This design comes from an exercise in tuning for small area on the open sky130 flow, not from production work.
Only simulation tests tie the RTL to the original design; equivalence was not proved.
Power and IR drop assume default switching activity.

// top_level
module top_level(
                rst,
                CLK100MHZ,
                i_switch,
                o_led,
                o_tx,
                o_rx
                );
    input       rst;
    input       CLK100MHZ;
    input [3:0] i_switch;
    output      o_led;
    output [7:0] o_tx;
    output      o_rx;
    parameter SEED   = 9'b110101010;
    wire        o_prbs;
    wire        reset;
    reg [1:0]   clk_count;
    reg         enable;
    assign reset  = ~rst;
    always @(posedge CLK100MHZ) begin
        if (reset) begin
            clk_count <= 2'd0;
            enable    <= 1'b0;
        end else begin
            clk_count <= clk_count + 2'd1;
            enable    <= (clk_count == 2'd0);
        end
    end
    prbs9 #(.SEED(SEED)) prbs_r(
        .clk   (CLK100MHZ),
        .enable(enable),
        .rst   (reset),
        .o_bit (o_prbs)
    );
    tx tx_r(
        .clk   (CLK100MHZ),
        .rst   (reset),
        .enable(i_switch[0]),
        .i_tx  (o_prbs),
        .o_tx  (o_tx)
    );
    rx rx_r(
        .clk   (CLK100MHZ),
        .rst   (reset),
        .enable(i_switch[1]),
        .i_rx  (o_tx),
        .i_sw  (i_switch[2:1]),
        .o_rx  (o_rx)
    );
    ber ber_r(
        .clk      (CLK100MHZ),
        .rst      (reset),
        .enable   (enable),
        .clk_count(clk_count),
        .i_prbs   (o_prbs),
        .i_rx     (o_rx),
        .o_err    (o_led)
    );
endmodule
Size: ~1600 cells after synthesis, about 16 I/O pins, ~0.024 mm2 of cells after synthesis.
clock: 10.0 ns
lec_check: 0
abc_area: 1
cap_margin: 20
core_margin: 2
core_utilization: 75
cts_buf_list: sky130_fd_sc_hd__clkbuf_8
cts_cluster_diameter: 80
cts_cluster_size: 14
slew_margin: 20
standard.sh (not shown) runs the stock make flow with config.mk's settings and CLKGATE_MAP_FILE= SYNTH_SCRIPT=/design/flow/synth_recipe.tcl, a recipe that flattens the netlist after the stock synthesis.
==> flow/flow/run.sh <==
#!/bin/bash
# Layout flow: the standard flow with these changes:
# - synthesis skips the quick "abc -fast" pass at the end of Yosys's fine
#   stage, so that extract_fa sees the full adders of the RTL as written
#   (abc -fast restructures them and extract_fa then surrounds the adders it
#   finds with inverters);
# - the final technology mapping uses flow/abc_map.script, an area-oriented
#   ABC script, instead of ORFS's abc_area.script;
# - after synthesis, flow/bubble.py moves inverters across full-adder cells
#   (a full adder is self-dual), which removes some inverters; registers and
#   all other cells are untouched;
# - ports are buffered with sky130_fd_sc_hd__buf_1 instead of the delay
#   buffer buffer_ports picks by default.
# Everything else, including the naming and flattening of synth_recipe.tcl and
# all steps after synthesis, is the standard flow.
set -euo pipefail
W=$PWD
ABC_SCRIPT="$W/flow/abc_map.script"
R="$W/orfs/results/$FLOW_PLATFORM/top_level/base"
sed -e 's/synth -top \$::env(DESIGN_NAME) -run fine: {\*}\$synth_full_args/synth -top $::env(DESIGN_NAME) -run fine: -noabc {*}$synth_full_args/' \
    -e "s#^source \$::env(SCRIPTS_DIR)/synth_preamble.tcl\$#&\nset my_i [expr {[lsearch \$abc_args -script] + 1}]\nset abc_args [lreplace \$abc_args \$my_i \$my_i $ABC_SCRIPT]#" \
    "$FLOW_HOME/scripts/synth.tcl" > "$W/synth_custom.tcl"
grep -q -- '-run fine: -noabc' "$W/synth_custom.tcl" || { echo "could not patch synth.tcl (abc -fast)" >&2; exit 1; }
grep -q -- "$ABC_SCRIPT" "$W/synth_custom.tcl" || { echo "could not patch synth.tcl (abc script)" >&2; exit 1; }
sed "s#source \$::env(SCRIPTS_DIR)/synth.tcl#source $W/synth_custom.tcl#" synth_recipe.tcl > "$W/synth_recipe_custom.tcl"
grep -q "synth_custom.tcl" "$W/synth_recipe_custom.tcl" || { echo "could not patch synth_recipe.tcl" >&2; exit 1; }
MAKEVARS=(SYNTH_SCRIPT="$W/synth_recipe_custom.tcl" BUFFER_PORTS_ARGS="-buffer_cell sky130_fd_sc_hd__buf_1")
bash standard.sh "${MAKEVARS[@]}" "$R/1_2_yosys.v" > "$W/flow_synth.log" 2>&1
cp "$R/1_2_yosys.v" "$W/1_2_yosys_before_bubble.v"
python3 "$W/flow/bubble.py" "$W/1_2_yosys_before_bubble.v" "$R/1_2_yosys.v" > "$W/bubble.log" 2>&1
bash standard.sh "${MAKEVARS[@]}" finish > "$W/flow_make.log" 2>&1
Other scripts of this flow, unchanged in this note and not shown: flow/flow/abc_map.script, flow/flow/bubble.py
Edit:
- CTS_CLUSTER_DIAMETER: 80 -> 70
- CTS_CLUSTER_SIZE: 14 -> 20
Effect: The new run ran to the end with no violations; clock-buffer cell count came out lower by 11; final area is lower by 0.53%; clock power goes down by about 9%; worst setup slack gains 0.043 ns; global-route usage drops by 1.9 points; total power shrinks by 2.4%.

---

Starting RTL as in the previous note.
clock: 10.0 ns
lec_check: 0
abc_area: 1
cap_margin: 20
core_margin: 2
core_utilization: 75
cts_buf_list: sky130_fd_sc_hd__clkbuf_16
cts_cluster_diameter: 60
cts_cluster_size: 28
slew_margin: 20
Scripts as last shown in full above: flow/flow/run.sh
Other scripts of this flow, unchanged in this note and not shown: flow/flow/abc_map.script, flow/flow/bubble.py
The baseline finished with timing, DRC and antenna clean.
Change:
CORE_UTILIZATION = 85   (was 75)
CTS_BUF_LIST = sky130_fd_sc_hd__clkbuf_8   (was sky130_fd_sc_hd__clkbuf_16)
CTS_CLUSTER_SIZE = 18   (was 28)
Effect: This time the run died in clock tree synthesis (4_1_cts) on DPL-0033. Area after synthesis stays the same. Synthesized cell count is unchanged.

-- re-timing with driven ports --
How much do the figures lean on ideal ports? The routed layouts below were timed once more, with nothing changed but the port constraints.
Step 1 sets driving cells, clkbuf_16 on the clock port and buf_2 on the other inputs (assumed; they add their load-dependent delay and slew).
Step 2 times the ports against the registers' clock, not the clock port: input delays grow and output delays shrink by t, the midpoint of the rising clock arrivals with the driver on.
Three values: ideal ports, drivers, drivers and shift; two values: the first two.
run	t (ns)	setup WS [ns]	hold slack, ns
the first run of note 1	0.697	0.314 / 0.314 / 0.314	0.311 / 0.311 / 0.311
the second run of note 1	0.660	0.357 / 0.357 / 0.357	0.327 / 0.327 / 0.327
the first run of note 2	0.619	0.395 / 0.395 / 0.395	0.306 / 0.306 / 0.306
After both steps every run listed still meets setup and hold.
